What follows belongs to an exercise in optimizing a design on an open flow for small area, a short achievable clock period and few clock cycles; a production flow would make more cautious choices. At most, simulation tests tie the RTL to the original design; equivalence was not proved.

Design Bin2BCD, start of the top module:
module Bin2BCD(input wire clk, input wire rst, input wire en, input wire [31:0] din,
  output wire [39:0] digs, output reg done);
Size: roughly 1,300 cells after synthesis, ~38 flip-flops.
==> flow/config.mk <==
export PLATFORM = sky130hd
export DESIGN_NAME = Bin2BCD
export DESIGN_NICKNAME = Bin2BCD
export VERILOG_FILES = /design/flow/design.v
export SDC_FILE = /design/flow/constraint.sdc
export NUM_CORES = 4
export LEC_CHECK = 0
export CAP_MARGIN = 20
export CORE_MARGIN = 2
export CORE_UTILIZATION = 75
export SLEW_MARGIN = 20
==> flow/constraint.sdc <==
create_clock -name core_clock -period 15.0 [get_ports {clk}]
set_input_delay 3.0000 -clock core_clock [delete_from_list [all_inputs] [get_ports {clk}]]
set_output_delay 3.0000 -clock core_clock [all_outputs]
set_load 0.01 [all_outputs]
standard.sh (not shown) runs the stock make flow with config.mk's settings and CLKGATE_MAP_FILE= SYNTH_SCRIPT=/design/flow/synth_recipe.tcl, a recipe that flattens the netlist after the stock synthesis.
==> flow/flow/run.sh <==
#!/bin/bash
set -euo pipefail
W=$PWD
rm -rf "$W/scripts_abc"
cp -r "$FLOW_HOME/scripts" "$W/scripts_abc"
cp "$W/flow/abc.script" "$W/scripts_abc/abc_speed.script"
bash "$W/standard.sh" SCRIPTS_DIR="$W/scripts_abc" ADDER_MAP_FILE= BUFFER_PORTS_ARGS="-buffer_cell sky130_fd_sc_hd__buf_1" finish > "$W/standard_flow.log" 2>&1
==> flow/flow/abc.script <==
strash
balance
rewrite
refactor
balance
rewrite
rewrite -z
balance
refactor -z
rewrite -z
balance
dc2
dch -f
amap
==> next run, changes <==
- CORE_UTILIZATION: 75 -> 60
Non-clock buffer count is unchanged.
First-iteration DRC count rises by 27%.
No run of this note included a check of the RTL's function; only the layout flow was run.

========
## the baseline
Bin2BCD, a different RTL version from the one above (not shown whole).
Size in the first run: about 37 flip-flops, ~6400 sq um of cells after synthesis.
==> flow/config.mk <==
export PLATFORM = sky130hd
export DESIGN_NAME = Bin2BCD
export DESIGN_NICKNAME = Bin2BCD
export VERILOG_FILES = /design/flow/design.v
export SDC_FILE = /design/flow/constraint.sdc
export NUM_CORES = 4
export LEC_CHECK = 0
export CAP_MARGIN = 20
export CORE_MARGIN = 2
export CORE_UTILIZATION = 60
export SLEW_MARGIN = 20
==> flow/constraint.sdc <==
create_clock -name core_clock -period 15.0 [get_ports {clk}]
set_input_delay 3.0000 -clock core_clock [delete_from_list [all_inputs] [get_ports {clk}]]
set_output_delay 3.0000 -clock core_clock [all_outputs]
set_load 0.01 [all_outputs]
Scripts as last shown in full above: flow/flow/run.sh, flow/flow/abc.script
--- input diff the baseline..the candidate ---
==> flow/flow/run.sh <==
#!/bin/bash
set -euo pipefail
W=$PWD
rm -rf "$W/scripts_abc"
cp -r "$FLOW_HOME/scripts" "$W/scripts_abc"
cp "$W/flow/abc.script" "$W/scripts_abc/abc_speed.script"
bash "$W/standard.sh" SCRIPTS_DIR="$W/scripts_abc" ADDER_MAP_FILE= BUFFER_PORTS_ARGS="-buffer_cell sky130_fd_sc_hd__buf_1" SETUP_SLACK_MARGIN=6.5 SETUP_MOVE_SEQUENCE=sizeup,swap SKIP_INCREMENTAL_REPAIR=1 finish > "$W/standard_flow.log" 2>&1
==> run summary <==
- The candidate: all stages complete, timing, DRC and antenna checks passed
- Of the candidate and the baseline, the candidate shows the higher aggregate routed wire length, with the baseline below it.
- Final setup TNS came out exactly the same in the candidate and the baseline.
- Diff the candidate..the baseline | count of endpoints failing hold in the final timing report | unchanged
- When the final numbers for the candidate and the baseline were put side by side, the number of global-route vias before repair turned out to be greater in the candidate.
- Re via count: the candidate and the baseline aren't equal, and the lower value belongs to the baseline.
No run of this note included a check of the RTL's function; only the layout flow was run.

========
== 09-03 ==
Another version of the RTL of Bin2BCD (not shown whole).
Size: about 1300 cells after synthesis, ~37 flip-flops, roughly 76 I/O pins.
Settings: LEC_CHECK=0, CAP_MARGIN=20, CORE_MARGIN=2, CORE_UTILIZATION=70, SETUP_SLACK_MARGIN=4, SLEW_MARGIN=20; clock period 15.0 ns.
==> flow/flow/run.sh <==
#!/bin/bash
set -euo pipefail
W=$PWD
rm -rf "$W/scripts_abc"
cp -r "$FLOW_HOME/scripts" "$W/scripts_abc"
cp "$W/flow/abc.script" "$W/scripts_abc/abc_speed.script"
bash "$W/standard.sh" SCRIPTS_DIR="$W/scripts_abc" ADDER_MAP_FILE= finish > "$W/standard_flow.log" 2>&1
==> flow/flow/abc.script <==
strash
dc2
dch -f
amap
09-03: PASS, flow complete, no timing, DRC or antenna violations
Testbench counts of 09-03, summed over its fixed seeds: cycles 3,208.
--- input diff 09-03..09-21 ---
# 09-03
export LEC_CHECK = 0
export CAP_MARGIN = 20
export CORE_MARGIN = 2
export CORE_UTILIZATION = 70
export SETUP_SLACK_MARGIN = 4
export SLEW_MARGIN = 20
create_clock -name core_clock -period 15.0 [get_ports {clk}]
# 09-21
export LEC_CHECK = 0
export CAP_MARGIN = 20
export CORE_MARGIN = 2
export CORE_UTILIZATION = 60
export SLEW_MARGIN = 20
create_clock -name core_clock -period 15.0 [get_ports {clk}]
==> flow/flow/abc.script <==
strash
balance
rewrite
refactor
balance
rewrite
rewrite -z
balance
refactor -z
rewrite -z
balance
dch -f
amap
- 09-21 has completed all stages; timing, DRC and antenna checks passed.
- Wire: 09-21 routes less than 09-03
- Aggregate global-route resource usage in 09-21 is 5.9 points lower than in 09-03
- Changes observed in 09-21 relative to 09-03: utilization of the core after routing decreased by 11 points relative to the old numbers, synthesized cell count decreased by 7 relative to the old numbers.
- 09-21 ended up with digs[5] as its worst setup path endpoint; 09-03 ended up with digs[10].

========
Starting RTL as in the previous note.
Settings: LEC_CHECK=0, CAP_MARGIN=20, CORE_MARGIN=2, CORE_UTILIZATION=70, SETUP_SLACK_MARGIN=5, SLEW_MARGIN=20; clock period 15.0 ns.
==> flow/flow/abc.script <==
strash
dc2
dch -f
amap
Scripts as last shown in full above: flow/flow/run.sh
The baseline did not get past global routing.
Testbench counts at the start, summed over its fixed seeds: cycles 3,208.
Edit:
==> flow/flow/run.sh (replaced) <==
#!/bin/bash
set -euo pipefail
W=$PWD
rm -rf "$W/scripts_abc"
cp -r "$FLOW_HOME/scripts" "$W/scripts_abc"
cp "$W/flow/abc.script" "$W/scripts_abc/abc_speed.script"
bash "$W/standard.sh" SCRIPTS_DIR="$W/scripts_abc" ADDER_MAP_FILE= BUFFER_PORTS_ARGS="-buffer_cell sky130_fd_sc_hd__buf_1" finish > "$W/standard_flow.log" 2>&1
==> flow/flow/abc.script (replaced) <==
strash
balance
rewrite
refactor
balance
rewrite
rewrite -z
balance
refactor -z
rewrite -z
balance
dc2
dch -f
amap
Settings changed: CORE_UTILIZATION 70 to 60, SETUP_SLACK_MARGIN 5 to default.
Now the flow finished with timing, DRC and antenna clean.
Synthesized cell count fell slightly.
Synthesized area fell by a few percent.
Edit:
==> flow/flow/run.sh (replaced) <==
#!/bin/bash
set -euo pipefail
W=$PWD
rm -rf "$W/scripts_abc"
cp -r "$FLOW_HOME/scripts" "$W/scripts_abc"
cp "$W/flow/abc.script" "$W/scripts_abc/abc_speed.script"
bash "$W/standard.sh" SCRIPTS_DIR="$W/scripts_abc" ADDER_MAP_FILE= finish > "$W/standard_flow.log" 2>&1
==> flow/flow/abc.script (replaced) <==
strash
dc2
dch -f
amap
Settings changed: CORE_UTILIZATION 60 to 40.
The new run finished with timing, DRC and antenna clean.
Wire length grows by 12%.
Cell count rose by 7.1%.
Area after synthesis increases by 5.2%.
Worst setup slack got worse by 0.96 ns.
Utilization shrinks by 18 points.
Edit:
==> flow/flow/abc.script (replaced) <==
strash
balance
rewrite
refactor
balance
rewrite
rewrite -z
balance
refactor -z
rewrite -z
balance
dch -f
amap
Settings changed: CORE_UTILIZATION 40 to 70, SETUP_SLACK_MARGIN from default to 4.
The new run completed without violations.
Cell area goes down by 5.5%.
Clock-buffer cell count does not change.
Final cell count goes down by 7.4%.
Worst hold slack is worse by 0.019 ns.
Edit:
==> flow/flow/run.sh (replaced) <==
#!/bin/bash
set -euo pipefail
W=$PWD
rm -rf "$W/scripts_abc"
cp -r "$FLOW_HOME/scripts" "$W/scripts_abc"
cp "$W/flow/abc.script" "$W/scripts_abc/abc_speed.script"
bash "$W/standard.sh" SCRIPTS_DIR="$W/scripts_abc" ADDER_MAP_FILE= BUFFER_PORTS_ARGS="-buffer_cell sky130_fd_sc_hd__buf_2" finish > "$W/standard_flow.log" 2>&1
--- a/flow/flow/abc.script
+++ b/flow/flow/abc.script
@@ -11,0 +12 @@
+dc2
Settings changed: CORE_UTILIZATION 70 to 60, SETUP_SLACK_MARGIN 4 to default.
Outcome:
- The new run finished clean
- cell count rises slightly
- worst hold slack degrades by 0.34 ns
- cell area falls by a few percent

separate check: timing with driven ports:
No port has a modelled driver above. Below, the same layouts with a new extraction and two added sets of constraints. Step 1 assumes that a clkbuf_16 drives the clock port and a buf_2 every other input. Step 2 moves the port delays by t, midway between the first and last clock arrival at a register: inputs arrive t later, outputs are due t later. That takes back most of the time a late clock gives input paths. Three values: ideal ports, drivers, drivers and shift; two values: the first two.
run	t, ns	setup slack, ns	hold slack, ns	latest minus earliest clock arrival (ns)	slew at the worst register clock pin (ns)
the first run of note 1	0.328	5.633 / 5.646 / 5.318	2.786 / 2.774 / 3.101	0.012 / 0.013	0.08 / 0.08
the second run of note 1	0.328	5.529 / 5.541 / 5.213	2.784 / 2.776 / 3.104	0.010 / 0.010	0.08 / 0.08
the baseline	0.329	5.369 / 5.335 / 5.328	2.789 / 2.779 / 3.107	0.008 / 0.009	0.08 / 0.08
the candidate	0.328	6.191 / 6.158 / 6.094	2.786 / 2.777 / 3.105	0.008 / 0.008	0.07 / 0.07
09-03	0.329	4.807 / 4.773 / 4.685	3.134 / 3.126 / 3.455	0.010 / 0.010	0.08 / 0.08
09-21	0.326	5.209 / 5.178 / 5.123	3.128 / 3.124 / 3.450	0.020 / 0.020	0.09 / 0.09
the second run of note 4	0.336	5.594 / 5.560 / 5.709	2.781 / 2.772 / 3.108	0.010 / 0.010	0.07 / 0.07
the third run of note 4	0.314	4.634 / 4.596 / 4.677	3.161 / 3.147 / 3.461	0.009 / 0.008	0.06 / 0.06
the fourth run of note 4	0.321	5.172 / 5.183 / 4.862	3.141 / 3.136 / 3.457	0.014 / 0.014	0.08 / 0.08
the fifth run of note 4	0.328	5.725 / 5.689 / 5.784	2.804 / 2.793 / 3.120	0.014 / 0.013	0.08 / 0.08
After both steps every run listed still meets setup and hold. For the second run of note 1, which loses most, drivers alone change the setup slack by +0.012 ns; drivers and shift together by -0.316 ns.
